Source: an optimization exercise on an open RTL-to-GDS flow (aim: small area and a short achievable clock period). Production flows keep margins and buffers that such runs may drop.
Function not checked in this run: the RTL went through the layout flow alone.
No activity file was given, so power comes from the tool's default toggle rates.

==> design.v <==
`timescale 1ns/10ps
module gin_tags
    (
        input             clk,
        input             rstb,
        input             program_en,
        input      [3:0]  scan_in,
        output     [47:0] tags     
    );
    reg [3:0] chain [0:22];
    integer k;
    always @(posedge clk or negedge rstb) begin
        if (!rstb) begin
            for (k = 0; k < 23; k = k + 1) chain[k] <= 4'd0;
        end else if (program_en) begin
            chain[0] <= scan_in;
            for (k = 1; k < 23; k = k + 1) chain[k] <= chain[k-1];
        end
    end
    genvar g;
    generate
        for (g = 0; g < 12; g = g + 1) begin : t
            assign tags[4*g +: 4] = chain[2*g];
        end
    endgenerate
endmodule
module pe_unit
    #(
        parameter TOP = 0    
    )
    (
        input             clk,
        input             rstb,
        input             ifmap_enable,    
        input             filter_enable,   
        input             ifmap_op,        
        input             filter_op,       
        input      [15:0] ifmap,
        input      [15:0] filter,
        output reg        ready,
        output reg        in_acc,    
        output            in_acc_n,  
        output reg [15:0] cs_s,      
        output reg [15:0] cs_c,
        output     [15:0] acc_next,  
        output     [15:0] cs_s_next,  
        output     [15:0] cs_c_next,
        input             up_acc_n,  
        input      [15:0] up_acc     
    );
    reg [15:0] fm [0:3];
    reg [15:0] im [0:3];
    reg [3:0]  fv, iv;
    reg [15:0] acc;
    reg        ld;       
    reg [3:0]  st;       
    integer k;
    always @(posedge clk) begin
        if (filter_enable) begin
            fm[0] <= filter;
            for (k = 1; k < 4; k = k + 1) fm[k] <= fm[k-1];
        end
        if (ifmap_enable) begin
            im[0] <= ifmap;
            for (k = 1; k < 4; k = k + 1) im[k] <= im[k-1];
        end
    end
    always @(posedge clk or negedge rstb) begin
        if (!rstb) begin
            fv <= 4'd0;
            iv <= 4'd0;
        end else begin
            if (filter_enable) fv <= {fv[2:0], 1'b1};
            if (ifmap_enable)  iv <= {iv[2:0], 1'b1};
        end
    end
    wire [15:0] f0 = fm[0] & {16{fv[0]}};
    wire [15:0] i0 = im[0] & {16{iv[0]}};
    wire [3:0] st_n = ld ? ((st == 4'd3) ? 4'd0 : (ifmap_enable ? st + 4'd1 : st))
                         : ((st == 4'd11) ? 4'd4 : st + 4'd1);
    wire       ld_n = ld & (st != 4'd3);
    assign in_acc_n = !ld && (st == 4'd3 || st == 4'd4 || st == 4'd5 ||
                              st == 4'd6 || st == 4'd11);
    always @(posedge clk or negedge rstb) begin
        if (!rstb) begin
            ld     <= 1'b1;
            st     <= 4'd0;
            ready  <= 1'b0;
            in_acc <= 1'b0;
        end else begin
            ready  <= ld;
            ld     <= ld_n;
            st     <= st_n;
            in_acc <= in_acc_n;
        end
    end
    reg [1:0] nsel;     
    reg       nzero;    
    reg       nadd;     
    always @(*) begin
        nsel  = 2'd0;
        nzero = 1'b0;
        nadd  = 1'b0;
        if (!ld) begin
            case (st)
                4'd0:  begin nsel = 2'd1; nadd = 1'b1; end
                4'd1:  begin nsel = 2'd2; nadd = 1'b1; end
                4'd2:  begin nsel = 2'd3; nadd = 1'b1; end
                4'd3, 4'd4, 4'd5, 4'd6, 4'd11: begin nzero = 1'b1; nadd = 1'b1; end
                4'd9:  begin nsel = 2'd1; nadd = 1'b1; end
                4'd10: begin nsel = 2'd2; nadd = 1'b1; end
                default: ;
            endcase
        end
    end
    wire        gfv = !nzero & fv[nsel];
    wire        giv = !nzero & iv[nsel];
    wire [15:0] gf = fm[nsel] & {16{gfv}};
    wire [15:0] gi = im[nsel] & {16{giv}};
    wire [15:0] opf = filter_op ? (ld ? filter : f0) : gf;
    wire [7:0] xo, xt, xn, go, gt, gn;
    booth_enc ex (.b(ld ? ifmap : i0), .d_one(xo), .d_two(xt), .d_neg(xn));
    booth_enc eg (.b(gi), .d_one(go), .d_two(gt), .d_neg(gn));
    wire [7:0] d_one = ifmap_op ? xo : go;
    wire [7:0] d_two = ifmap_op ? xt : gt;
    wire [7:0] d_neg = ifmap_op ? xn : gn;
    wire [15:0] v = cs_s + cs_c;
    wire [15:0] acc_n = in_acc ? acc : v;
    always @(posedge clk) acc <= acc_n;
    assign acc_next = acc_n;
    assign cs_s_next = ns;
    assign cs_c_next = nc;
    wire [15:0] ns, nc;
    generate
        if (TOP) begin : t
            mul_cs_z2 m (.a(opf), .d_one(d_one), .d_two(d_two), .d_neg(d_neg),
                         .z(nadd ? acc_n : 16'd0),
                         .z2(up_acc & {16{nzero & up_acc_n}}), .s(ns), .c(nc));
        end else begin : t
            mul_cs m (.a(opf), .d_one(d_one), .d_two(d_two), .d_neg(d_neg),
                      .z(nadd ? acc_n : 16'd0), .s(ns), .c(nc));
        end
    endgenerate
    always @(posedge clk or negedge rstb) begin
        if (!rstb) begin
            cs_s <= 16'd0;
            cs_c <= 16'd0;
        end else begin
            cs_s <= ns;
            cs_c <= nc;
        end
    end
endmodule
module pe_en
    (
        input       row_hit,
        input [3:0] col_tag,
        input [3:0] x_tag,
        output      en
    );
    assign en = row_hit & (col_tag == x_tag);
endmodule
module tag_en
    (
        input       gin_enable,
        input       row_ready,
        input [3:0] row_tag,
        input [3:0] col_tag,
        input [3:0] y_tag,
        input [3:0] x_tag,
        output      en
    );
    assign en = gin_enable & row_ready & (row_tag == y_tag) & (col_tag == x_tag);
endmodule
module ml_accelerator
    #(
        parameter BITWIDTH              = 16,
        parameter PE_Y_SIZE             = 3,
        parameter PE_X_SIZE             = 3,
        parameter TAG_LENGTH            = 4,
        parameter PACKET_LENGTH         = 2*TAG_LENGTH+BITWIDTH,
        parameter NUM_PE                = PE_Y_SIZE*PE_X_SIZE
    )
    (
        input   clk,
        input   rstb,
        input  [PACKET_LENGTH-1:0]          data_packet_ifmap,
        input  [PACKET_LENGTH-1:0]          data_packet_filter,
        output [BITWIDTH*PE_X_SIZE-1:0]     ofmap,
        input  [TAG_LENGTH-1:0]             scan_chain_input_ifmap,
        input  [TAG_LENGTH-1:0]             scan_chain_input_filter,
        output                              ready,
        input                               program_en,
        input                               gin_enable_filter,
        input                               gin_enable_ifmap,
        input                               pe_reset
    );
    wire pe_rstb = rstb & pe_reset;
    wire [47:0] tags_i, tags_f;
    gin_tags gt_i (.clk(clk), .rstb(rstb), .program_en(program_en),
                   .scan_in(scan_chain_input_ifmap), .tags(tags_i));
    gin_tags gt_f (.clk(clk), .rstb(rstb), .program_en(program_en),
                   .scan_in(scan_chain_input_filter), .tags(tags_f));
    wire [8:0]  pe_ready;
    wire [8:0]  pe_acc;
    wire [8:0]  pe_acc_n;
    wire [15:0] pe_s [0:8];
    wire [15:0] pe_c [0:8];
    wire [15:0] pe_an [0:8];
    wire [15:0] pe_sn [0:8];
    wire [15:0] pe_cn [0:8];
    wire [3:0] rt_i = data_packet_ifmap[23:20],  ct_i = data_packet_ifmap[19:16];
    wire [3:0] rt_f = data_packet_filter[23:20], ct_f = data_packet_filter[19:16];
    genvar i, j;
    generate
        for (i = 0; i < 3; i = i + 1) begin : row
            wire row_ready = &pe_ready[3*i +: 3];
            wire hit_i = gin_enable_ifmap  & row_ready & (tags_i[4*i +: 4] == rt_i);
            wire hit_f = gin_enable_filter & row_ready & (tags_f[4*i +: 4] == rt_f);
            for (j = 0; j < 3; j = j + 1) begin : col
                wire en_i, en_f, op_i, op_f;
                pe_en tei (.row_hit(hit_i), .col_tag(ct_i),
                           .x_tag(tags_i[4*(3+3*i+j) +: 4]), .en(en_i));
                tag_en toi (.gin_enable(gin_enable_ifmap), .row_ready(row_ready),
                            .row_tag(rt_i), .col_tag(ct_i), .y_tag(tags_i[4*i +: 4]),
                            .x_tag(tags_i[4*(3+3*i+j) +: 4]), .en(op_i));
                pe_en tef (.row_hit(hit_f), .col_tag(ct_f),
                           .x_tag(tags_f[4*(3+3*i+j) +: 4]), .en(en_f));
                tag_en tof (.gin_enable(gin_enable_filter), .row_ready(row_ready),
                            .row_tag(rt_f), .col_tag(ct_f), .y_tag(tags_f[4*i +: 4]),
                            .x_tag(tags_f[4*(3+3*i+j) +: 4]), .en(op_f));
                pe_unit #(.TOP(i == 0)) u (
                    .clk          (clk),
                    .rstb         (pe_rstb),
                    .ifmap_enable (en_i),
                    .filter_enable(en_f),
                    .ifmap_op     (op_i),
                    .filter_op    (op_f),
                    .ifmap        (data_packet_ifmap[15:0]),
                    .filter       (data_packet_filter[15:0]),
                    .ready        (pe_ready[3*i+j]),
                    .in_acc       (pe_acc[3*i+j]),
                    .in_acc_n     (pe_acc_n[3*i+j]),
                    .cs_s         (pe_s[3*i+j]),
                    .cs_c         (pe_c[3*i+j]),
                    .acc_next     (pe_an[3*i+j]),
                    .cs_s_next    (pe_sn[3*i+j]),
                    .cs_c_next    (pe_cn[3*i+j]),
                    .up_acc_n     (i == 0 ? pe_acc_n[3+j] : 1'b0),
                    .up_acc       (i == 0 ? pe_an[3+j] : 16'd0)
                );
            end
        end
        for (j = 0; j < 3; j = j + 1) begin : outcol
            wire sm = pe_acc_n[j] & !pe_acc_n[3+j];
            wire sb = pe_acc_n[j] & pe_acc_n[3+j];
            reg [15:0] xs, xc;
            always @(posedge clk or negedge pe_rstb) begin
                if (!pe_rstb) begin
                    xs <= 16'd0;
                    xc <= 16'd0;
                end else begin
                    xs <= (pe_sn[3+j] & {16{sm}}) | (pe_sn[6+j] & {16{sb}});
                    xc <= (pe_cn[3+j] & {16{sm}}) | (pe_cn[6+j] & {16{sb}});
                end
            end
            sum4 s4 (.r0(pe_s[j]), .r1(pe_c[j]), .r2(xs), .r3(xc),
                     .y(ofmap[16*j +: 16]));
        end
    endgenerate
    assign ready = &pe_ready;
endmodule
module xor3 (input a, input b, input c, output y);
    assign y = a ^ b ^ c;
endmodule
module xor2 (input a, input b, output y);
    assign y = a ^ b;
endmodule
module booth_enc
    (
        input  [15:0] b,
        output [7:0]  d_one,
        output [7:0]  d_two,
        output [7:0]  d_neg
    );
    assign d_one[0] = b[0] ^ 1'b0;
    assign d_two[0] = (b[1] & ~b[0] & ~1'b0) | (~b[1] & b[0] & 1'b0);
    assign d_neg[0] = b[1];
    assign d_one[1] = b[2] ^ b[1];
    assign d_two[1] = (b[3] & ~b[2] & ~b[1]) | (~b[3] & b[2] & b[1]);
    assign d_neg[1] = b[3];
    assign d_one[2] = b[4] ^ b[3];
    assign d_two[2] = (b[5] & ~b[4] & ~b[3]) | (~b[5] & b[4] & b[3]);
    assign d_neg[2] = b[5];
    assign d_one[3] = b[6] ^ b[5];
    assign d_two[3] = (b[7] & ~b[6] & ~b[5]) | (~b[7] & b[6] & b[5]);
    assign d_neg[3] = b[7];
    assign d_one[4] = b[8] ^ b[7];
    assign d_two[4] = (b[9] & ~b[8] & ~b[7]) | (~b[9] & b[8] & b[7]);
    assign d_neg[4] = b[9];
    assign d_one[5] = b[10] ^ b[9];
    assign d_two[5] = (b[11] & ~b[10] & ~b[9]) | (~b[11] & b[10] & b[9]);
    assign d_neg[5] = b[11];
    assign d_one[6] = b[12] ^ b[11];
    assign d_two[6] = (b[13] & ~b[12] & ~b[11]) | (~b[13] & b[12] & b[11]);
    assign d_neg[6] = b[13];
    assign d_one[7] = b[14] ^ b[13];
    assign d_two[7] = (b[15] & ~b[14] & ~b[13]) | (~b[15] & b[14] & b[13]);
    assign d_neg[7] = b[15];
endmodule
module mul_cs
    (
        input  [15:0] a,
        input  [7:0]  d_one,
        input  [7:0]  d_two,
        input  [7:0]  d_neg,
        input  [15:0] z,
        output [15:0] s,
        output [15:0] c
    );
    wire one0 = d_one[0];
    wire two0 = d_two[0];
    wire neg0 = d_neg[0];
    wire pp0_0 = ((one0 & a[0]) | (two0 & 1'b0)) ^ neg0;
    wire pp0_1 = ((one0 & a[1]) | (two0 & a[0])) ^ neg0;
    wire pp0_2 = ((one0 & a[2]) | (two0 & a[1])) ^ neg0;
    wire pp0_3 = ((one0 & a[3]) | (two0 & a[2])) ^ neg0;
    wire pp0_4 = ((one0 & a[4]) | (two0 & a[3])) ^ neg0;
    wire pp0_5 = ((one0 & a[5]) | (two0 & a[4])) ^ neg0;
    wire pp0_6 = ((one0 & a[6]) | (two0 & a[5])) ^ neg0;
    wire pp0_7 = ((one0 & a[7]) | (two0 & a[6])) ^ neg0;
    wire pp0_8 = ((one0 & a[8]) | (two0 & a[7])) ^ neg0;
    wire pp0_9 = ((one0 & a[9]) | (two0 & a[8])) ^ neg0;
    wire pp0_10 = ((one0 & a[10]) | (two0 & a[9])) ^ neg0;
    wire pp0_11 = ((one0 & a[11]) | (two0 & a[10])) ^ neg0;
    wire pp0_12 = ((one0 & a[12]) | (two0 & a[11])) ^ neg0;
    wire pp0_13 = ((one0 & a[13]) | (two0 & a[12])) ^ neg0;
    wire pp0_14 = ((one0 & a[14]) | (two0 & a[13])) ^ neg0;
    wire pp0_15 = ((one0 & a[15]) | (two0 & a[14])) ^ neg0;
    wire one1 = d_one[1];
    wire two1 = d_two[1];
    wire neg1 = d_neg[1];
    wire pp1_0 = ((one1 & a[0]) | (two1 & 1'b0)) ^ neg1;
    wire pp1_1 = ((one1 & a[1]) | (two1 & a[0])) ^ neg1;
    wire pp1_2 = ((one1 & a[2]) | (two1 & a[1])) ^ neg1;
    wire pp1_3 = ((one1 & a[3]) | (two1 & a[2])) ^ neg1;
    wire pp1_4 = ((one1 & a[4]) | (two1 & a[3])) ^ neg1;
    wire pp1_5 = ((one1 & a[5]) | (two1 & a[4])) ^ neg1;
    wire pp1_6 = ((one1 & a[6]) | (two1 & a[5])) ^ neg1;
    wire pp1_7 = ((one1 & a[7]) | (two1 & a[6])) ^ neg1;
    wire pp1_8 = ((one1 & a[8]) | (two1 & a[7])) ^ neg1;
    wire pp1_9 = ((one1 & a[9]) | (two1 & a[8])) ^ neg1;
    wire pp1_10 = ((one1 & a[10]) | (two1 & a[9])) ^ neg1;
    wire pp1_11 = ((one1 & a[11]) | (two1 & a[10])) ^ neg1;
    wire pp1_12 = ((one1 & a[12]) | (two1 & a[11])) ^ neg1;
    wire pp1_13 = ((one1 & a[13]) | (two1 & a[12])) ^ neg1;
    wire one2 = d_one[2];
    wire two2 = d_two[2];
    wire neg2 = d_neg[2];
    wire pp2_0 = ((one2 & a[0]) | (two2 & 1'b0)) ^ neg2;
    wire pp2_1 = ((one2 & a[1]) | (two2 & a[0])) ^ neg2;
    wire pp2_2 = ((one2 & a[2]) | (two2 & a[1])) ^ neg2;
    wire pp2_3 = ((one2 & a[3]) | (two2 & a[2])) ^ neg2;
    wire pp2_4 = ((one2 & a[4]) | (two2 & a[3])) ^ neg2;
    wire pp2_5 = ((one2 & a[5]) | (two2 & a[4])) ^ neg2;
    wire pp2_6 = ((one2 & a[6]) | (two2 & a[5])) ^ neg2;
    wire pp2_7 = ((one2 & a[7]) | (two2 & a[6])) ^ neg2;
    wire pp2_8 = ((one2 & a[8]) | (two2 & a[7])) ^ neg2;
    wire pp2_9 = ((one2 & a[9]) | (two2 & a[8])) ^ neg2;
    wire pp2_10 = ((one2 & a[10]) | (two2 & a[9])) ^ neg2;
    wire pp2_11 = ((one2 & a[11]) | (two2 & a[10])) ^ neg2;
    wire one3 = d_one[3];
    wire two3 = d_two[3];
    wire neg3 = d_neg[3];
    wire pp3_0 = ((one3 & a[0]) | (two3 & 1'b0)) ^ neg3;
    wire pp3_1 = ((one3 & a[1]) | (two3 & a[0])) ^ neg3;
    wire pp3_2 = ((one3 & a[2]) | (two3 & a[1])) ^ neg3;
    wire pp3_3 = ((one3 & a[3]) | (two3 & a[2])) ^ neg3;
    wire pp3_4 = ((one3 & a[4]) | (two3 & a[3])) ^ neg3;
    wire pp3_5 = ((one3 & a[5]) | (two3 & a[4])) ^ neg3;
    wire pp3_6 = ((one3 & a[6]) | (two3 & a[5])) ^ neg3;
    wire pp3_7 = ((one3 & a[7]) | (two3 & a[6])) ^ neg3;
    wire pp3_8 = ((one3 & a[8]) | (two3 & a[7])) ^ neg3;
    wire pp3_9 = ((one3 & a[9]) | (two3 & a[8])) ^ neg3;
    wire one4 = d_one[4];
    wire two4 = d_two[4];
    wire neg4 = d_neg[4];
    wire pp4_0 = ((one4 & a[0]) | (two4 & 1'b0)) ^ neg4;
    wire pp4_1 = ((one4 & a[1]) | (two4 & a[0])) ^ neg4;
    wire pp4_2 = ((one4 & a[2]) | (two4 & a[1])) ^ neg4;
    wire pp4_3 = ((one4 & a[3]) | (two4 & a[2])) ^ neg4;
    wire pp4_4 = ((one4 & a[4]) | (two4 & a[3])) ^ neg4;
    wire pp4_5 = ((one4 & a[5]) | (two4 & a[4])) ^ neg4;
    wire pp4_6 = ((one4 & a[6]) | (two4 & a[5])) ^ neg4;
    wire pp4_7 = ((one4 & a[7]) | (two4 & a[6])) ^ neg4;
    wire one5 = d_one[5];
    wire two5 = d_two[5];
    wire neg5 = d_neg[5];
    wire pp5_0 = ((one5 & a[0]) | (two5 & 1'b0)) ^ neg5;
    wire pp5_1 = ((one5 & a[1]) | (two5 & a[0])) ^ neg5;
    wire pp5_2 = ((one5 & a[2]) | (two5 & a[1])) ^ neg5;
    wire pp5_3 = ((one5 & a[3]) | (two5 & a[2])) ^ neg5;
    wire pp5_4 = ((one5 & a[4]) | (two5 & a[3])) ^ neg5;
    wire pp5_5 = ((one5 & a[5]) | (two5 & a[4])) ^ neg5;
    wire one6 = d_one[6];
    wire two6 = d_two[6];
    wire neg6 = d_neg[6];
    wire pp6_0 = ((one6 & a[0]) | (two6 & 1'b0)) ^ neg6;
    wire pp6_1 = ((one6 & a[1]) | (two6 & a[0])) ^ neg6;
    wire pp6_2 = ((one6 & a[2]) | (two6 & a[1])) ^ neg6;
    wire pp6_3 = ((one6 & a[3]) | (two6 & a[2])) ^ neg6;
    wire one7 = d_one[7];
    wire two7 = d_two[7];
    wire neg7 = d_neg[7];
    wire x7_0 = one7 & a[0];
    wire x7_1 = (one7 & a[1]) | (two7 & a[0]);
    wire pp7_0 = x7_0;
    wire pp7_1 = x7_1 ^ (neg7 & x7_0);
    wire t_1 = pp0_8 ^ pp1_6;
    wire t_2 = pp0_8 & pp1_6;
    wire t_3 = pp0_9 ^ pp1_7;
    wire t_4 = pp0_9 & pp1_7;
    wire t_5 = pp0_10 ^ pp1_8 ^ pp2_6;
    wire t_6 = (pp0_10 & pp1_8) | (pp0_10 & pp2_6) | (pp1_8 & pp2_6);
    wire t_7 = pp3_4 ^ pp4_2;
    wire t_8 = pp3_4 & pp4_2;
    wire t_9 = pp0_11 ^ pp1_9 ^ pp2_7;
    wire t_10 = (pp0_11 & pp1_9) | (pp0_11 & pp2_7) | (pp1_9 & pp2_7);
    wire t_11 = pp3_5 ^ pp4_3;
    wire t_12 = pp3_5 & pp4_3;
    wire t_13 = pp0_12 ^ pp1_10 ^ pp2_8;
    wire t_14 = (pp0_12 & pp1_10) | (pp0_12 & pp2_8) | (pp1_10 & pp2_8);
    wire t_15 = pp3_6 ^ pp4_4 ^ pp5_2;
    wire t_16 = (pp3_6 & pp4_4) | (pp3_6 & pp5_2) | (pp4_4 & pp5_2);
    wire t_17 = pp6_0 ^ neg6;
    wire t_18 = pp6_0 & neg6;
    wire t_19 = pp0_13 ^ pp1_11 ^ pp2_9;
    wire t_20 = (pp0_13 & pp1_11) | (pp0_13 & pp2_9) | (pp1_11 & pp2_9);
    wire t_21 = pp3_7 ^ pp4_5 ^ pp5_3;
    wire t_22 = (pp3_7 & pp4_5) | (pp3_7 & pp5_3) | (pp4_5 & pp5_3);
    wire t_23 = pp6_1 ^ z[13];
    wire t_24 = pp6_1 & z[13];
    wire t_25 = pp0_14 ^ pp1_12 ^ pp2_10;
    wire t_26 = (pp0_14 & pp1_12) | (pp0_14 & pp2_10) | (pp1_12 & pp2_10);
    wire t_27 = pp3_8 ^ pp4_6 ^ pp5_4;
    wire t_28 = (pp3_8 & pp4_6) | (pp3_8 & pp5_4) | (pp4_6 & pp5_4);
    wire t_29 = pp6_2 ^ pp7_0 ^ z[14];
    wire t_30 = (pp6_2 & pp7_0) | (pp6_2 & z[14]) | (pp7_0 & z[14]);
    wire t_31;
    xor3 t_31_x (.a(pp0_15), .b(pp1_13), .c(pp2_11), .y(t_31));
    wire t_33;
    xor3 t_33_x (.a(pp3_9), .b(pp4_7), .c(pp5_5), .y(t_33));
    wire t_35;
    xor3 t_35_x (.a(pp6_3), .b(pp7_1), .c(z[15]), .y(t_35));
    wire t_37 = pp0_4 ^ pp1_2;
    wire t_38 = pp0_4 & pp1_2;
    wire t_39 = pp0_5 ^ pp1_3;
    wire t_40 = pp0_5 & pp1_3;
    wire t_41 = pp0_6 ^ pp1_4 ^ pp2_2;
    wire t_42 = (pp0_6 & pp1_4) | (pp0_6 & pp2_2) | (pp1_4 & pp2_2);
    wire t_43 = pp3_0 ^ neg3;
    wire t_44 = pp3_0 & neg3;
    wire t_45 = pp0_7 ^ pp1_5 ^ pp2_3;
    wire t_46 = (pp0_7 & pp1_5) | (pp0_7 & pp2_3) | (pp1_5 & pp2_3);
    wire t_47 = pp3_1 ^ z[7];
    wire t_48 = pp3_1 & z[7];
    wire t_49 = pp2_4 ^ pp3_2 ^ pp4_0;
    wire t_50 = (pp2_4 & pp3_2) | (pp2_4 & pp4_0) | (pp3_2 & pp4_0);
    wire t_51 = neg4 ^ z[8] ^ t_1;
    wire t_52 = (neg4 & z[8]) | (neg4 & t_1) | (z[8] & t_1);
    wire t_53 = pp2_5 ^ pp3_3 ^ pp4_1;
    wire t_54 = (pp2_5 & pp3_3) | (pp2_5 & pp4_1) | (pp3_3 & pp4_1);
    wire t_55 = z[9] ^ t_2 ^ t_3;
    wire t_56 = (z[9] & t_2) | (z[9] & t_3) | (t_2 & t_3);
    wire t_57 = pp5_0 ^ neg5 ^ z[10];
    wire t_58 = (pp5_0 & neg5) | (pp5_0 & z[10]) | (neg5 & z[10]);
    wire t_59 = t_4 ^ t_5 ^ t_7;
    wire t_60 = (t_4 & t_5) | (t_4 & t_7) | (t_5 & t_7);
    wire t_61 = pp5_1 ^ z[11] ^ t_6;
    wire t_62 = (pp5_1 & z[11]) | (pp5_1 & t_6) | (z[11] & t_6);
    wire t_63 = t_8 ^ t_9 ^ t_11;
    wire t_64 = (t_8 & t_9) | (t_8 & t_11) | (t_9 & t_11);
    wire t_65 = z[12] ^ t_10 ^ t_12;
    wire t_66 = (z[12] & t_10) | (z[12] & t_12) | (t_10 & t_12);
    wire t_67 = t_13 ^ t_15 ^ t_17;
    wire t_68 = (t_13 & t_15) | (t_13 & t_17) | (t_15 & t_17);
    wire t_69 = t_14 ^ t_16 ^ t_18;
    wire t_70 = (t_14 & t_16) | (t_14 & t_18) | (t_16 & t_18);
    wire t_71 = t_19 ^ t_21 ^ t_23;
    wire t_72 = (t_19 & t_21) | (t_19 & t_23) | (t_21 & t_23);
    wire t_73 = t_20 ^ t_22 ^ t_24;
    wire t_74 = (t_20 & t_22) | (t_20 & t_24) | (t_22 & t_24);
    wire t_75 = t_25 ^ t_27 ^ t_29;
    wire t_76 = (t_25 & t_27) | (t_25 & t_29) | (t_27 & t_29);
    wire t_77;
    xor3 t_77_x (.a(t_26), .b(t_28), .c(t_30), .y(t_77));
    wire t_79;
    xor3 t_79_x (.a(t_31), .b(t_33), .c(t_35), .y(t_79));
    wire t_81 = pp0_2 ^ pp1_0;
    wire t_82 = pp0_2 & pp1_0;
    wire t_83 = pp0_3 ^ pp1_1;
    wire t_84 = pp0_3 & pp1_1;
    wire t_85 = pp2_0 ^ neg2 ^ z[4];
    wire t_86 = (pp2_0 & neg2) | (pp2_0 & z[4]) | (neg2 & z[4]);
    wire t_87 = pp2_1 ^ z[5] ^ t_38;
    wire t_88 = (pp2_1 & z[5]) | (pp2_1 & t_38) | (z[5] & t_38);
    wire t_89 = z[6] ^ t_40 ^ t_41;
    wire t_90 = (z[6] & t_40) | (z[6] & t_41) | (t_40 & t_41);
    wire t_91 = t_42 ^ t_44 ^ t_45;
    wire t_92 = (t_42 & t_44) | (t_42 & t_45) | (t_44 & t_45);
    wire t_93 = t_46 ^ t_48 ^ t_49;
    wire t_94 = (t_46 & t_48) | (t_46 & t_49) | (t_48 & t_49);
    wire t_95 = t_50 ^ t_52 ^ t_53;
    wire t_96 = (t_50 & t_52) | (t_50 & t_53) | (t_52 & t_53);
    wire t_97 = t_54 ^ t_56 ^ t_57;
    wire t_98 = (t_54 & t_56) | (t_54 & t_57) | (t_56 & t_57);
    wire t_99 = t_58 ^ t_60 ^ t_61;
    wire t_100 = (t_58 & t_60) | (t_58 & t_61) | (t_60 & t_61);
    wire t_101 = t_62 ^ t_64 ^ t_65;
    wire t_102 = (t_62 & t_64) | (t_62 & t_65) | (t_64 & t_65);
    wire t_103 = t_66 ^ t_68 ^ t_69;
    wire t_104 = (t_66 & t_68) | (t_66 & t_69) | (t_68 & t_69);
    wire t_105 = t_70 ^ t_72 ^ t_73;
    wire t_106 = (t_70 & t_72) | (t_70 & t_73) | (t_72 & t_73);
    wire t_107;
    xor3 t_107_x (.a(t_74), .b(t_76), .c(t_77), .y(t_107));
    wire t_109 = pp0_0 ^ neg0;
    wire t_110 = pp0_0 & neg0;
    wire t_111 = pp0_1 ^ z[1];
    wire t_112 = pp0_1 & z[1];
    wire t_113 = neg1 ^ z[2] ^ t_81;
    wire t_114 = (neg1 & z[2]) | (neg1 & t_81) | (z[2] & t_81);
    wire t_115 = z[3] ^ t_82 ^ t_83;
    wire t_116 = (z[3] & t_82) | (z[3] & t_83) | (t_82 & t_83);
    wire t_117 = t_37 ^ t_84 ^ t_85;
    wire t_118 = (t_37 & t_84) | (t_37 & t_85) | (t_84 & t_85);
    wire t_119 = t_39 ^ t_86 ^ t_87;
    wire t_120 = (t_39 & t_86) | (t_39 & t_87) | (t_86 & t_87);
    wire t_121 = t_43 ^ t_88 ^ t_89;
    wire t_122 = (t_43 & t_88) | (t_43 & t_89) | (t_88 & t_89);
    wire t_123 = t_47 ^ t_90 ^ t_91;
    wire t_124 = (t_47 & t_90) | (t_47 & t_91) | (t_90 & t_91);
    wire t_125 = t_51 ^ t_92 ^ t_93;
    wire t_126 = (t_51 & t_92) | (t_51 & t_93) | (t_92 & t_93);
    wire t_127 = t_55 ^ t_94 ^ t_95;
    wire t_128 = (t_55 & t_94) | (t_55 & t_95) | (t_94 & t_95);
    wire t_129 = t_59 ^ t_96 ^ t_97;
    wire t_130 = (t_59 & t_96) | (t_59 & t_97) | (t_96 & t_97);
    wire t_131 = t_63 ^ t_98 ^ t_99;
    wire t_132 = (t_63 & t_98) | (t_63 & t_99) | (t_98 & t_99);
    wire t_133 = t_67 ^ t_100 ^ t_101;
    wire t_134 = (t_67 & t_100) | (t_67 & t_101) | (t_100 & t_101);
    wire t_135 = t_71 ^ t_102 ^ t_103;
    wire t_136 = (t_71 & t_102) | (t_71 & t_103) | (t_102 & t_103);
    wire t_137 = t_75 ^ t_104 ^ t_105;
    wire t_138 = (t_75 & t_104) | (t_75 & t_105) | (t_104 & t_105);
    wire t_139;
    xor3 t_139_x (.a(t_79), .b(t_106), .c(t_107), .y(t_139));
    assign s = {t_138, t_136, t_134, t_132, t_130, t_128, t_126, t_124, t_122, t_120, t_118, t_116, t_114, t_112, t_110, z[0]};
    assign c = {t_139, t_137, t_135, t_133, t_131, t_129, t_127, t_125, t_123, t_121, t_119, t_117, t_115, t_113, t_111, t_109};
endmodule
module mul_cs_z2
    (
        input  [15:0] a,
        input  [15:0] z2,     
        input  [7:0]  d_one,
        input  [7:0]  d_two,
        input  [7:0]  d_neg,
        input  [15:0] z,
        output [15:0] s,
        output [15:0] c
    );
    wire one0 = d_one[0];
    wire two0 = d_two[0];
    wire neg0 = d_neg[0];
    wire pp0_0 = (((one0 & a[0]) | (two0 & 1'b0)) ^ neg0) | z2[0];
    wire pp0_1 = (((one0 & a[1]) | (two0 & a[0])) ^ neg0) | z2[1];
    wire pp0_2 = (((one0 & a[2]) | (two0 & a[1])) ^ neg0) | z2[2];
    wire pp0_3 = (((one0 & a[3]) | (two0 & a[2])) ^ neg0) | z2[3];
    wire pp0_4 = (((one0 & a[4]) | (two0 & a[3])) ^ neg0) | z2[4];
    wire pp0_5 = (((one0 & a[5]) | (two0 & a[4])) ^ neg0) | z2[5];
    wire pp0_6 = (((one0 & a[6]) | (two0 & a[5])) ^ neg0) | z2[6];
    wire pp0_7 = (((one0 & a[7]) | (two0 & a[6])) ^ neg0) | z2[7];
    wire pp0_8 = (((one0 & a[8]) | (two0 & a[7])) ^ neg0) | z2[8];
    wire pp0_9 = (((one0 & a[9]) | (two0 & a[8])) ^ neg0) | z2[9];
    wire pp0_10 = (((one0 & a[10]) | (two0 & a[9])) ^ neg0) | z2[10];
    wire pp0_11 = (((one0 & a[11]) | (two0 & a[10])) ^ neg0) | z2[11];
    wire pp0_12 = (((one0 & a[12]) | (two0 & a[11])) ^ neg0) | z2[12];
    wire pp0_13 = (((one0 & a[13]) | (two0 & a[12])) ^ neg0) | z2[13];
    wire pp0_14 = (((one0 & a[14]) | (two0 & a[13])) ^ neg0) | z2[14];
    wire pp0_15 = (((one0 & a[15]) | (two0 & a[14])) ^ neg0) | z2[15];
    wire one1 = d_one[1];
    wire two1 = d_two[1];
    wire neg1 = d_neg[1];
    wire pp1_0 = ((one1 & a[0]) | (two1 & 1'b0)) ^ neg1;
    wire pp1_1 = ((one1 & a[1]) | (two1 & a[0])) ^ neg1;
    wire pp1_2 = ((one1 & a[2]) | (two1 & a[1])) ^ neg1;
    wire pp1_3 = ((one1 & a[3]) | (two1 & a[2])) ^ neg1;
    wire pp1_4 = ((one1 & a[4]) | (two1 & a[3])) ^ neg1;
    wire pp1_5 = ((one1 & a[5]) | (two1 & a[4])) ^ neg1;
    wire pp1_6 = ((one1 & a[6]) | (two1 & a[5])) ^ neg1;
    wire pp1_7 = ((one1 & a[7]) | (two1 & a[6])) ^ neg1;
    wire pp1_8 = ((one1 & a[8]) | (two1 & a[7])) ^ neg1;
    wire pp1_9 = ((one1 & a[9]) | (two1 & a[8])) ^ neg1;
    wire pp1_10 = ((one1 & a[10]) | (two1 & a[9])) ^ neg1;
    wire pp1_11 = ((one1 & a[11]) | (two1 & a[10])) ^ neg1;
    wire pp1_12 = ((one1 & a[12]) | (two1 & a[11])) ^ neg1;
    wire pp1_13 = ((one1 & a[13]) | (two1 & a[12])) ^ neg1;
    wire one2 = d_one[2];
    wire two2 = d_two[2];
    wire neg2 = d_neg[2];
    wire pp2_0 = ((one2 & a[0]) | (two2 & 1'b0)) ^ neg2;
    wire pp2_1 = ((one2 & a[1]) | (two2 & a[0])) ^ neg2;
    wire pp2_2 = ((one2 & a[2]) | (two2 & a[1])) ^ neg2;
    wire pp2_3 = ((one2 & a[3]) | (two2 & a[2])) ^ neg2;
    wire pp2_4 = ((one2 & a[4]) | (two2 & a[3])) ^ neg2;
    wire pp2_5 = ((one2 & a[5]) | (two2 & a[4])) ^ neg2;
    wire pp2_6 = ((one2 & a[6]) | (two2 & a[5])) ^ neg2;
    wire pp2_7 = ((one2 & a[7]) | (two2 & a[6])) ^ neg2;
    wire pp2_8 = ((one2 & a[8]) | (two2 & a[7])) ^ neg2;
    wire pp2_9 = ((one2 & a[9]) | (two2 & a[8])) ^ neg2;
    wire pp2_10 = ((one2 & a[10]) | (two2 & a[9])) ^ neg2;
    wire pp2_11 = ((one2 & a[11]) | (two2 & a[10])) ^ neg2;
    wire one3 = d_one[3];
    wire two3 = d_two[3];
    wire neg3 = d_neg[3];
    wire pp3_0 = ((one3 & a[0]) | (two3 & 1'b0)) ^ neg3;
    wire pp3_1 = ((one3 & a[1]) | (two3 & a[0])) ^ neg3;
    wire pp3_2 = ((one3 & a[2]) | (two3 & a[1])) ^ neg3;
    wire pp3_3 = ((one3 & a[3]) | (two3 & a[2])) ^ neg3;
    wire pp3_4 = ((one3 & a[4]) | (two3 & a[3])) ^ neg3;
    wire pp3_5 = ((one3 & a[5]) | (two3 & a[4])) ^ neg3;
    wire pp3_6 = ((one3 & a[6]) | (two3 & a[5])) ^ neg3;
    wire pp3_7 = ((one3 & a[7]) | (two3 & a[6])) ^ neg3;
    wire pp3_8 = ((one3 & a[8]) | (two3 & a[7])) ^ neg3;
    wire pp3_9 = ((one3 & a[9]) | (two3 & a[8])) ^ neg3;
    wire one4 = d_one[4];
    wire two4 = d_two[4];
    wire neg4 = d_neg[4];
    wire pp4_0 = ((one4 & a[0]) | (two4 & 1'b0)) ^ neg4;
    wire pp4_1 = ((one4 & a[1]) | (two4 & a[0])) ^ neg4;
    wire pp4_2 = ((one4 & a[2]) | (two4 & a[1])) ^ neg4;
    wire pp4_3 = ((one4 & a[3]) | (two4 & a[2])) ^ neg4;
    wire pp4_4 = ((one4 & a[4]) | (two4 & a[3])) ^ neg4;
    wire pp4_5 = ((one4 & a[5]) | (two4 & a[4])) ^ neg4;
    wire pp4_6 = ((one4 & a[6]) | (two4 & a[5])) ^ neg4;
    wire pp4_7 = ((one4 & a[7]) | (two4 & a[6])) ^ neg4;
    wire one5 = d_one[5];
    wire two5 = d_two[5];
    wire neg5 = d_neg[5];
    wire pp5_0 = ((one5 & a[0]) | (two5 & 1'b0)) ^ neg5;
    wire pp5_1 = ((one5 & a[1]) | (two5 & a[0])) ^ neg5;
    wire pp5_2 = ((one5 & a[2]) | (two5 & a[1])) ^ neg5;
    wire pp5_3 = ((one5 & a[3]) | (two5 & a[2])) ^ neg5;
    wire pp5_4 = ((one5 & a[4]) | (two5 & a[3])) ^ neg5;
    wire pp5_5 = ((one5 & a[5]) | (two5 & a[4])) ^ neg5;
    wire one6 = d_one[6];
    wire two6 = d_two[6];
    wire neg6 = d_neg[6];
    wire pp6_0 = ((one6 & a[0]) | (two6 & 1'b0)) ^ neg6;
    wire pp6_1 = ((one6 & a[1]) | (two6 & a[0])) ^ neg6;
    wire pp6_2 = ((one6 & a[2]) | (two6 & a[1])) ^ neg6;
    wire pp6_3 = ((one6 & a[3]) | (two6 & a[2])) ^ neg6;
    wire one7 = d_one[7];
    wire two7 = d_two[7];
    wire neg7 = d_neg[7];
    wire x7_0 = one7 & a[0];
    wire x7_1 = (one7 & a[1]) | (two7 & a[0]);
    wire pp7_0 = x7_0;
    wire pp7_1 = x7_1 ^ (neg7 & x7_0);
    wire t_1 = pp0_8 ^ pp1_6;
    wire t_2 = pp0_8 & pp1_6;
    wire t_3 = pp0_9 ^ pp1_7;
    wire t_4 = pp0_9 & pp1_7;
    wire t_5 = pp0_10 ^ pp1_8 ^ pp2_6;
    wire t_6 = (pp0_10 & pp1_8) | (pp0_10 & pp2_6) | (pp1_8 & pp2_6);
    wire t_7 = pp3_4 ^ pp4_2;
    wire t_8 = pp3_4 & pp4_2;
    wire t_9 = pp0_11 ^ pp1_9 ^ pp2_7;
    wire t_10 = (pp0_11 & pp1_9) | (pp0_11 & pp2_7) | (pp1_9 & pp2_7);
    wire t_11 = pp3_5 ^ pp4_3;
    wire t_12 = pp3_5 & pp4_3;
    wire t_13 = pp0_12 ^ pp1_10 ^ pp2_8;
    wire t_14 = (pp0_12 & pp1_10) | (pp0_12 & pp2_8) | (pp1_10 & pp2_8);
    wire t_15 = pp3_6 ^ pp4_4 ^ pp5_2;
    wire t_16 = (pp3_6 & pp4_4) | (pp3_6 & pp5_2) | (pp4_4 & pp5_2);
    wire t_17 = pp6_0 ^ neg6;
    wire t_18 = pp6_0 & neg6;
    wire t_19 = pp0_13 ^ pp1_11 ^ pp2_9;
    wire t_20 = (pp0_13 & pp1_11) | (pp0_13 & pp2_9) | (pp1_11 & pp2_9);
    wire t_21 = pp3_7 ^ pp4_5 ^ pp5_3;
    wire t_22 = (pp3_7 & pp4_5) | (pp3_7 & pp5_3) | (pp4_5 & pp5_3);
    wire t_23 = pp6_1 ^ z[13];
    wire t_24 = pp6_1 & z[13];
    wire t_25 = pp0_14 ^ pp1_12 ^ pp2_10;
    wire t_26 = (pp0_14 & pp1_12) | (pp0_14 & pp2_10) | (pp1_12 & pp2_10);
    wire t_27 = pp3_8 ^ pp4_6 ^ pp5_4;
    wire t_28 = (pp3_8 & pp4_6) | (pp3_8 & pp5_4) | (pp4_6 & pp5_4);
    wire t_29 = pp6_2 ^ pp7_0 ^ z[14];
    wire t_30 = (pp6_2 & pp7_0) | (pp6_2 & z[14]) | (pp7_0 & z[14]);
    wire t_31;
    xor3 t_31_x (.a(pp0_15), .b(pp1_13), .c(pp2_11), .y(t_31));
    wire t_33;
    xor3 t_33_x (.a(pp3_9), .b(pp4_7), .c(pp5_5), .y(t_33));
    wire t_35;
    xor3 t_35_x (.a(pp6_3), .b(pp7_1), .c(z[15]), .y(t_35));
    wire t_37 = pp0_4 ^ pp1_2;
    wire t_38 = pp0_4 & pp1_2;
    wire t_39 = pp0_5 ^ pp1_3;
    wire t_40 = pp0_5 & pp1_3;
    wire t_41 = pp0_6 ^ pp1_4 ^ pp2_2;
    wire t_42 = (pp0_6 & pp1_4) | (pp0_6 & pp2_2) | (pp1_4 & pp2_2);
    wire t_43 = pp3_0 ^ neg3;
    wire t_44 = pp3_0 & neg3;
    wire t_45 = pp0_7 ^ pp1_5 ^ pp2_3;
    wire t_46 = (pp0_7 & pp1_5) | (pp0_7 & pp2_3) | (pp1_5 & pp2_3);
    wire t_47 = pp3_1 ^ z[7];
    wire t_48 = pp3_1 & z[7];
    wire t_49 = pp2_4 ^ pp3_2 ^ pp4_0;
    wire t_50 = (pp2_4 & pp3_2) | (pp2_4 & pp4_0) | (pp3_2 & pp4_0);
    wire t_51 = neg4 ^ z[8] ^ t_1;
    wire t_52 = (neg4 & z[8]) | (neg4 & t_1) | (z[8] & t_1);
    wire t_53 = pp2_5 ^ pp3_3 ^ pp4_1;
    wire t_54 = (pp2_5 & pp3_3) | (pp2_5 & pp4_1) | (pp3_3 & pp4_1);
    wire t_55 = z[9] ^ t_2 ^ t_3;
    wire t_56 = (z[9] & t_2) | (z[9] & t_3) | (t_2 & t_3);
    wire t_57 = pp5_0 ^ neg5 ^ z[10];
    wire t_58 = (pp5_0 & neg5) | (pp5_0 & z[10]) | (neg5 & z[10]);
    wire t_59 = t_4 ^ t_5 ^ t_7;
    wire t_60 = (t_4 & t_5) | (t_4 & t_7) | (t_5 & t_7);
    wire t_61 = pp5_1 ^ z[11] ^ t_6;
    wire t_62 = (pp5_1 & z[11]) | (pp5_1 & t_6) | (z[11] & t_6);
    wire t_63 = t_8 ^ t_9 ^ t_11;
    wire t_64 = (t_8 & t_9) | (t_8 & t_11) | (t_9 & t_11);
    wire t_65 = z[12] ^ t_10 ^ t_12;
    wire t_66 = (z[12] & t_10) | (z[12] & t_12) | (t_10 & t_12);
    wire t_67 = t_13 ^ t_15 ^ t_17;
    wire t_68 = (t_13 & t_15) | (t_13 & t_17) | (t_15 & t_17);
    wire t_69 = t_14 ^ t_16 ^ t_18;
    wire t_70 = (t_14 & t_16) | (t_14 & t_18) | (t_16 & t_18);
    wire t_71 = t_19 ^ t_21 ^ t_23;
    wire t_72 = (t_19 & t_21) | (t_19 & t_23) | (t_21 & t_23);
    wire t_73 = t_20 ^ t_22 ^ t_24;
    wire t_74 = (t_20 & t_22) | (t_20 & t_24) | (t_22 & t_24);
    wire t_75 = t_25 ^ t_27 ^ t_29;
    wire t_76 = (t_25 & t_27) | (t_25 & t_29) | (t_27 & t_29);
    wire t_77;
    xor3 t_77_x (.a(t_26), .b(t_28), .c(t_30), .y(t_77));
    wire t_79;
    xor3 t_79_x (.a(t_31), .b(t_33), .c(t_35), .y(t_79));
    wire t_81 = pp0_2 ^ pp1_0;
    wire t_82 = pp0_2 & pp1_0;
    wire t_83 = pp0_3 ^ pp1_1;
    wire t_84 = pp0_3 & pp1_1;
    wire t_85 = pp2_0 ^ neg2 ^ z[4];
    wire t_86 = (pp2_0 & neg2) | (pp2_0 & z[4]) | (neg2 & z[4]);
    wire t_87 = pp2_1 ^ z[5] ^ t_38;
    wire t_88 = (pp2_1 & z[5]) | (pp2_1 & t_38) | (z[5] & t_38);
    wire t_89 = z[6] ^ t_40 ^ t_41;
    wire t_90 = (z[6] & t_40) | (z[6] & t_41) | (t_40 & t_41);
    wire t_91 = t_42 ^ t_44 ^ t_45;
    wire t_92 = (t_42 & t_44) | (t_42 & t_45) | (t_44 & t_45);
    wire t_93 = t_46 ^ t_48 ^ t_49;
    wire t_94 = (t_46 & t_48) | (t_46 & t_49) | (t_48 & t_49);
    wire t_95 = t_50 ^ t_52 ^ t_53;
    wire t_96 = (t_50 & t_52) | (t_50 & t_53) | (t_52 & t_53);
    wire t_97 = t_54 ^ t_56 ^ t_57;
    wire t_98 = (t_54 & t_56) | (t_54 & t_57) | (t_56 & t_57);
    wire t_99 = t_58 ^ t_60 ^ t_61;
    wire t_100 = (t_58 & t_60) | (t_58 & t_61) | (t_60 & t_61);
    wire t_101 = t_62 ^ t_64 ^ t_65;
    wire t_102 = (t_62 & t_64) | (t_62 & t_65) | (t_64 & t_65);
    wire t_103 = t_66 ^ t_68 ^ t_69;
    wire t_104 = (t_66 & t_68) | (t_66 & t_69) | (t_68 & t_69);
    wire t_105 = t_70 ^ t_72 ^ t_73;
    wire t_106 = (t_70 & t_72) | (t_70 & t_73) | (t_72 & t_73);
    wire t_107;
    xor3 t_107_x (.a(t_74), .b(t_76), .c(t_77), .y(t_107));
    wire t_109 = pp0_0 ^ neg0;
    wire t_110 = pp0_0 & neg0;
    wire t_111 = pp0_1 ^ z[1];
    wire t_112 = pp0_1 & z[1];
    wire t_113 = neg1 ^ z[2] ^ t_81;
    wire t_114 = (neg1 & z[2]) | (neg1 & t_81) | (z[2] & t_81);
    wire t_115 = z[3] ^ t_82 ^ t_83;
    wire t_116 = (z[3] & t_82) | (z[3] & t_83) | (t_82 & t_83);
    wire t_117 = t_37 ^ t_84 ^ t_85;
    wire t_118 = (t_37 & t_84) | (t_37 & t_85) | (t_84 & t_85);
    wire t_119 = t_39 ^ t_86 ^ t_87;
    wire t_120 = (t_39 & t_86) | (t_39 & t_87) | (t_86 & t_87);
    wire t_121 = t_43 ^ t_88 ^ t_89;
    wire t_122 = (t_43 & t_88) | (t_43 & t_89) | (t_88 & t_89);
    wire t_123 = t_47 ^ t_90 ^ t_91;
    wire t_124 = (t_47 & t_90) | (t_47 & t_91) | (t_90 & t_91);
    wire t_125 = t_51 ^ t_92 ^ t_93;
    wire t_126 = (t_51 & t_92) | (t_51 & t_93) | (t_92 & t_93);
    wire t_127 = t_55 ^ t_94 ^ t_95;
    wire t_128 = (t_55 & t_94) | (t_55 & t_95) | (t_94 & t_95);
    wire t_129 = t_59 ^ t_96 ^ t_97;
    wire t_130 = (t_59 & t_96) | (t_59 & t_97) | (t_96 & t_97);
    wire t_131 = t_63 ^ t_98 ^ t_99;
    wire t_132 = (t_63 & t_98) | (t_63 & t_99) | (t_98 & t_99);
    wire t_133 = t_67 ^ t_100 ^ t_101;
    wire t_134 = (t_67 & t_100) | (t_67 & t_101) | (t_100 & t_101);
    wire t_135 = t_71 ^ t_102 ^ t_103;
    wire t_136 = (t_71 & t_102) | (t_71 & t_103) | (t_102 & t_103);
    wire t_137 = t_75 ^ t_104 ^ t_105;
    wire t_138 = (t_75 & t_104) | (t_75 & t_105) | (t_104 & t_105);
    wire t_139;
    xor3 t_139_x (.a(t_79), .b(t_106), .c(t_107), .y(t_139));
    assign s = {t_138, t_136, t_134, t_132, t_130, t_128, t_126, t_124, t_122, t_120, t_118, t_116, t_114, t_112, t_110, z[0]};
    assign c = {t_139, t_137, t_135, t_133, t_131, t_129, t_127, t_125, t_123, t_121, t_119, t_117, t_115, t_113, t_111, t_109};
endmodule
module sum4
    (
        input  [15:0] r0, r1, r2, r3,
        output [15:0] y
    );
    wire u_1 = r0[0] ^ r1[0];
    wire u_2 = r0[0] & r1[0];
    wire u_3 = r0[1] ^ r1[1] ^ r2[1];
    wire u_4 = (r0[1] & r1[1]) | (r0[1] & r2[1]) | (r1[1] & r2[1]);
    wire u_5 = r0[2] ^ r1[2] ^ r2[2];
    wire u_6 = (r0[2] & r1[2]) | (r0[2] & r2[2]) | (r1[2] & r2[2]);
    wire u_7 = r0[3] ^ r1[3] ^ r2[3];
    wire u_8 = (r0[3] & r1[3]) | (r0[3] & r2[3]) | (r1[3] & r2[3]);
    wire u_9 = r0[4] ^ r1[4] ^ r2[4];
    wire u_10 = (r0[4] & r1[4]) | (r0[4] & r2[4]) | (r1[4] & r2[4]);
    wire u_11 = r0[5] ^ r1[5] ^ r2[5];
    wire u_12 = (r0[5] & r1[5]) | (r0[5] & r2[5]) | (r1[5] & r2[5]);
    wire u_13 = r0[6] ^ r1[6] ^ r2[6];
    wire u_14 = (r0[6] & r1[6]) | (r0[6] & r2[6]) | (r1[6] & r2[6]);
    wire u_15 = r0[7] ^ r1[7] ^ r2[7];
    wire u_16 = (r0[7] & r1[7]) | (r0[7] & r2[7]) | (r1[7] & r2[7]);
    wire u_17 = r0[8] ^ r1[8] ^ r2[8];
    wire u_18 = (r0[8] & r1[8]) | (r0[8] & r2[8]) | (r1[8] & r2[8]);
    wire u_19 = r0[9] ^ r1[9] ^ r2[9];
    wire u_20 = (r0[9] & r1[9]) | (r0[9] & r2[9]) | (r1[9] & r2[9]);
    wire u_21 = r0[10] ^ r1[10] ^ r2[10];
    wire u_22 = (r0[10] & r1[10]) | (r0[10] & r2[10]) | (r1[10] & r2[10]);
    wire u_23 = r0[11] ^ r1[11] ^ r2[11];
    wire u_24 = (r0[11] & r1[11]) | (r0[11] & r2[11]) | (r1[11] & r2[11]);
    wire u_25 = r0[12] ^ r1[12] ^ r2[12];
    wire u_26 = (r0[12] & r1[12]) | (r0[12] & r2[12]) | (r1[12] & r2[12]);
    wire u_27 = r0[13] ^ r1[13] ^ r2[13];
    wire u_28 = (r0[13] & r1[13]) | (r0[13] & r2[13]) | (r1[13] & r2[13]);
    wire u_29 = r0[14] ^ r1[14] ^ r2[14];
    wire u_30 = (r0[14] & r1[14]) | (r0[14] & r2[14]) | (r1[14] & r2[14]);
    wire u_31;
    xor3 u_31_x (.a(r0[15]), .b(r1[15]), .c(r2[15]), .y(u_31));
    wire u_33 = r2[0] ^ r3[0];
    wire u_34 = r2[0] & r3[0];
    wire u_35 = r3[1] ^ u_2 ^ u_3;
    wire u_36 = (r3[1] & u_2) | (r3[1] & u_3) | (u_2 & u_3);
    wire u_37 = r3[2] ^ u_4 ^ u_5;
    wire u_38 = (r3[2] & u_4) | (r3[2] & u_5) | (u_4 & u_5);
    wire u_39 = r3[3] ^ u_6 ^ u_7;
    wire u_40 = (r3[3] & u_6) | (r3[3] & u_7) | (u_6 & u_7);
    wire u_41 = r3[4] ^ u_8 ^ u_9;
    wire u_42 = (r3[4] & u_8) | (r3[4] & u_9) | (u_8 & u_9);
    wire u_43 = r3[5] ^ u_10 ^ u_11;
    wire u_44 = (r3[5] & u_10) | (r3[5] & u_11) | (u_10 & u_11);
    wire u_45 = r3[6] ^ u_12 ^ u_13;
    wire u_46 = (r3[6] & u_12) | (r3[6] & u_13) | (u_12 & u_13);
    wire u_47 = r3[7] ^ u_14 ^ u_15;
    wire u_48 = (r3[7] & u_14) | (r3[7] & u_15) | (u_14 & u_15);
    wire u_49 = r3[8] ^ u_16 ^ u_17;
    wire u_50 = (r3[8] & u_16) | (r3[8] & u_17) | (u_16 & u_17);
    wire u_51 = r3[9] ^ u_18 ^ u_19;
    wire u_52 = (r3[9] & u_18) | (r3[9] & u_19) | (u_18 & u_19);
    wire u_53 = r3[10] ^ u_20 ^ u_21;
    wire u_54 = (r3[10] & u_20) | (r3[10] & u_21) | (u_20 & u_21);
    wire u_55 = r3[11] ^ u_22 ^ u_23;
    wire u_56 = (r3[11] & u_22) | (r3[11] & u_23) | (u_22 & u_23);
    wire u_57 = r3[12] ^ u_24 ^ u_25;
    wire u_58 = (r3[12] & u_24) | (r3[12] & u_25) | (u_24 & u_25);
    wire u_59 = r3[13] ^ u_26 ^ u_27;
    wire u_60 = (r3[13] & u_26) | (r3[13] & u_27) | (u_26 & u_27);
    wire u_61 = r3[14] ^ u_28 ^ u_29;
    wire u_62 = (r3[14] & u_28) | (r3[14] & u_29) | (u_28 & u_29);
    wire u_63;
    xor3 u_63_x (.a(r3[15]), .b(u_30), .c(u_31), .y(u_63));
    wire [15:0] p = {u_62, u_60, u_58, u_56, u_54, u_52, u_50, u_48, u_46, u_44, u_42, u_40, u_38, u_36, u_34, u_1};
    wire [15:0] q = {u_63, u_61, u_59, u_57, u_55, u_53, u_51, u_49, u_47, u_45, u_43, u_41, u_39, u_37, u_35, u_33};
    assign y = p + q;
endmodule
==> run.sh <==
#!/bin/bash
# synth_recipe.tcl (not shown) runs the flow's synth.tcl, then flattens the netlist and writes it again
# the make line also repeats each setting of config.mk as NAME=value (left out here)
make -C /OpenROAD-flow-scripts/flow DESIGN_CONFIG=/design/flow/config.mk WORK_HOME=/design/flow/orfs CLKGATE_MAP_FILE= SYNTH_SCRIPT=/design/flow/synth_recipe.tcl finish
==> config.mk <==
export PLATFORM = sky130hd
export DESIGN_NAME = ml_accelerator
export DESIGN_NICKNAME = ml_accelerator
export VERILOG_FILES = /design/flow/design.v
export SDC_FILE = /design/flow/constraint.sdc
export NUM_CORES = 4
export LEC_CHECK = 0
export CAP_MARGIN = 50
export CORE_MARGIN = 2
export CORE_UTILIZATION = 70
export PLACE_DENSITY = 0.8
export SLEW_MARGIN = 80
export SYNTH_HIERARCHICAL = 1
export SYNTH_MINIMUM_KEEP_SIZE = 0
==> constraint.sdc <==
create_clock -name core_clock -period 17.0 [get_ports {clk}]
set_input_delay 3.4000 -clock core_clock [delete_from_list [all_inputs] [get_ports {clk}]]
set_output_delay 3.4000 -clock core_clock [all_outputs]
set_load 0.01 [all_outputs]
==> flow_summary.ini <==
[clocking]
clk_latency_ns = 0.88
cts_resized = 0
cts_tree = built
cts_post_setup_buffers_inserted = 0
hold_buffers = 0
clock-root-buffer = sky130_fd_sc_hd__clkbuf_16
cts-root-to-sink-buffers = 3
clk_pin_slew_worst_setup_hold_paths_ns = 0.06
cts_max_level = 4
clkSinkCount = 1999
cts_made_buffers = 204

[place]
place_hpwl_mm = 268.8
pre_cts_slack_ns = 7.661
buffer_ports.inserted = 110
placed_area_um2 = 139000
place_congestion = 0.9527

[outcome]
run_status = no timing/DRC/antenna violations

[synthesis]
synth.cell_area_um2 = 130800
post_synth_inst_count = 11700
synth.avg_cell_area_um2 = 11.18
net_count_synth = 12620
synthesis.yosys.warnings = 15

[setup_path]
worst-endpoint-arrival_ns = 9.35
timing.critical_path.from_type = input port
sort_of_element_at_the_end_of_the_critical_path = register
critPathRequiredTime_ns = 17.79
path_max_fanout = 27
path_class = in -> reg

[grt]
grt_pass1_wl_mm = 571.2
global_route.overflow_total = 0
grt_max_degree = 44
first_global_vias = 94150
grt_antenna_before_repair = 17
gr-usage-all-layers = 0.3883

[cells_and_area]
num-nets-final = 12360
share_of_the_core_filled_with_cells_in_the_final_layout = 0.7982
layout-drive-gt1-share = 0.2109
synth_to_layout_area_growth_pct = 13.29
layout.cell_area.non_filler_um2 = 148200

[power]
power.static_leakage_nw = 59.23
ir_drop_mv = 0.1120
powerDensity_nw_per_um2 = 76.88

[timing]
fmaxAchievable_ghz = 0.1169
finalCriticalPeriod_ns = 8.557
final-setup-viol-count = 0
worst_slew_margin_rel = 0.7532
hold_viol = 0
finalCritPeriodShare = 0.5034
finalWorstSetupSlack_ns = 8.443
worst_slew_pin_slew_ns = 0.3702
finalMaxSlewViolations = 0
finalSetupTns_ns = 0
clock-skew-final_ns = 0.04716
grt_setup_unrepaired = false

[floorplan]
die_area_um2 = 190300
die_w_um = 436.2
row_count = 158
die_height_um = 436.2
initial_utilization = 0.7045
area_of_the_core_um2 = 185600
io-pin-count = 111

[detailed_routing]
antenna_violating_nets_post_route = 0
detailedRoute.firstPassIterationCount = 7
initialDrtViolationCount = 12170
drc = 0
route.detailed.vias_per_inst = 6.734
wirelength_mm = 377.6
vias = 95130
routed_wire_length_per_instance_um = 26.73

[run]
cap_viol_max_count = 0

[hold_path]
worst_hold_path_type = reg -> reg
[layout make-up]
| cell class | instances | area [um2] |
|---|---|---|
| antenna | 20 | 50.05 |
| clock buffer | 277 | 5797 |
| clock inverter | 111 | 1366 |
| fill | 10700 | 37470 |
| inverter | 896 | 3393 |
| multi-input combinational | 7673 | 70540 |
| sequential | 1999 | 55200 |
| tap | 2480 | 3103 |
| timing repair buffer | 670 | 8711 |
[per-layer routing]
| layer | share of wire | GRT usage | vias up |
|---|---|---|---|
| met5 | 0.000064 | 0 | - |
| met4 | 0.052 | 0.1769 | 4 |
| met3 | 0.11 | 0.08547 | 932 |
| met2 | 0.45 | 0.5917 | 5734 |
| met1 | 0.39 | 0.5359 | 47840 |
| li1 | - | - | 40620 |
[worst max-delay path, stage by stage]
cell and delay (ns):
sky130_fd_sc_hd__clkdlybuf4s50_1 0.49, sky130_fd_sc_hd__buf_6 0.26, sky130_fd_sc_hd__xnor2_1 0.16, sky130_fd_sc_hd__nand3_1 0.14, sky130_fd_sc_hd__nor3_4 0.20, sky130_fd_sc_hd__buf_2 0.25
sky130_fd_sc_hd__buf_2 0.22, sky130_fd_sc_hd__clkdlybuf4s15_2 0.28, sky130_fd_sc_hd__clkdlybuf4s15_2 0.28, sky130_fd_sc_hd__buf_2 0.18, sky130_fd_sc_hd__buf_1 0.22, sky130_fd_sc_hd__mux2_2 0.46
sky130_fd_sc_hd__a22oi_1 0.25, sky130_fd_sc_hd__xnor2_1 0.12, sky130_fd_sc_hd__fa_1 0.43, sky130_fd_sc_hd__fa_1 0.51, sky130_fd_sc_hd__inv_1 0.05, sky130_fd_sc_hd__fa_1 0.57
sky130_fd_sc_hd__inv_1 0.07, sky130_fd_sc_hd__fa_1 0.58, sky130_fd_sc_hd__mux2i_1 0.08, sky130_fd_sc_hd__nor2b_1 0.11
[stage by stage]
stage                     hold slack, ns  power, W  instances
after floorplan                   0.3879  0.006177      11700
after global placement            0.4220  0.006466      13360
after detailed placement          0.4314  0.006613      13670
after CTS                         0.4296   0.01137      14060
after global routing              0.4402   0.01166      14110
final                             0.4394   0.01139      14130
[registers in the layout, indices dropped and copies added (netlist names)]
| register | flops |
|---|---|
| row.col.u.fm | 576 |
| row.col.u.im | 576 |
| row.col.u.cs_c | 144 |
| row.col.u.cs_s | 144 |
| outcol.xs | 48 |
| row.col.u.iv | 36 |
| gt_f.chain | 92 |
| outcol.xc | 48 |
| row.col.u.fv | 36 |
| row.col.u.ready | 9 |
| row.col.u.ld | 9 |
| row.col.u.st | 36 |
| row.col.u.acc | 144 |
| gt_i.chain | 92 |
| row.col.u.in_acc | 9 |
[worst paths after layout]
kind                                                       to                          startpoint  slack, ns  cells after the start
setup reg to reg                   outcol[1].xc[14]$_DFF_PN0_   row[2].col[1].u.st[0]$_DFFE_PN0P_      10.38                     25
hold / removal             row[0].col[1].u.im[3][7]$_DFFE_PP_  row[0].col[1].u.im[2][7]$_DFFE_PP_       0.44                      0
setup / recovery                   outcol[2].xc[14]$_DFF_PN0_               data_packet_ifmap[16]       8.44                     22
max in group asynchronous  row[1].col[1].u.cs_s[14]$_DFF_PN0_                                rstb      12.41                      9
min in group asynchronous        gt_f.chain[1][3]$_DFFE_PN0P_                                rstb       2.41                      1
hold reg to reg            row[0].col[1].u.im[3][7]$_DFFE_PP_  row[0].col[1].u.im[2][7]$_DFFE_PP_       0.44                      0
[power by group]
| part | leakage (nW) | internal (W) | switching [W] |
|---|---|---|---|
| clock network | 3.48 | 0.00275 | 0.00206 |
| logic | 35.0 | 0.000549 | 0.000455 |
| registers | 20.7 | 0.00530 | 0.000278 |
[placed cells by master (no fill, tap or decap), types with 96 or more instances in the layout]
master,instances
sky130_fd_sc_hd__and3_1,101
sky130_fd_sc_hd__o21ai_1,188
sky130_fd_sc_hd__nor2_1,212
sky130_fd_sc_hd__mux2i_1,138
sky130_fd_sc_hd__xor2_1,354
sky130_fd_sc_hd__dfrtp_1,638
sky130_fd_sc_hd__nor2b_1,174
sky130_fd_sc_hd__o21ai_0,240
sky130_fd_sc_hd__inv_1,876
sky130_fd_sc_hd__buf_8,109
sky130_fd_sc_hd__mux2_4,247
sky130_fd_sc_hd__o221a_2,96
sky130_fd_sc_hd__a21oi_1,188
sky130_fd_sc_hd__nand3_1,204
sky130_fd_sc_hd__a22oi_1,500
sky130_fd_sc_hd__nand2_1,938
sky130_fd_sc_hd__nor3_1,117
sky130_fd_sc_hd__buf_2,105
sky130_fd_sc_hd__a22o_1,276
sky130_fd_sc_hd__nand3b_1,114
sky130_fd_sc_hd__ha_1,291
sky130_fd_sc_hd__xnor2_1,646
sky130_fd_sc_hd__edfxtp_1,1152
sky130_fd_sc_hd__a31oi_1,148
sky130_fd_sc_hd__clkbuf_16,211
sky130_fd_sc_hd__dfxtp_1,144
sky130_fd_sc_hd__mux2_2,249
sky130_fd_sc_hd__fa_1,519
sky130_fd_sc_hd__nand2b_1,215

==> static timing again, ports no longer ideal <==
How much do the figures lean on ideal ports? The routed layout below was timed once more, with nothing changed but the port constraints. Step 1 (the two cells are an assumption about what drives the block):
set clk [get_ports {clk}]
set_driving_cell -lib_cell sky130_fd_sc_hd__clkbuf_16 $clk
set_driving_cell -lib_cell sky130_fd_sc_hd__buf_2 [delete_from_list [all_inputs] $clk]
Step 2, shift: input delay + t, output delay - t, t = (earliest + latest rising clock arrival at the registers) / 2. This alone moves slack from input paths to output paths. Slacks: no drivers / after step 1 / after step 2; pairs: no drivers / after step 1.
t, ns: 0.954
slack for setup (ns): 8.443 / 8.517 / 7.563
worst setup path at the end: input to register
cell pins on the clock port's net: 1
After both steps this run still meets setup and hold. The setup slack of this run moves by +0.074 ns with the drivers and by -0.880 ns with both steps.
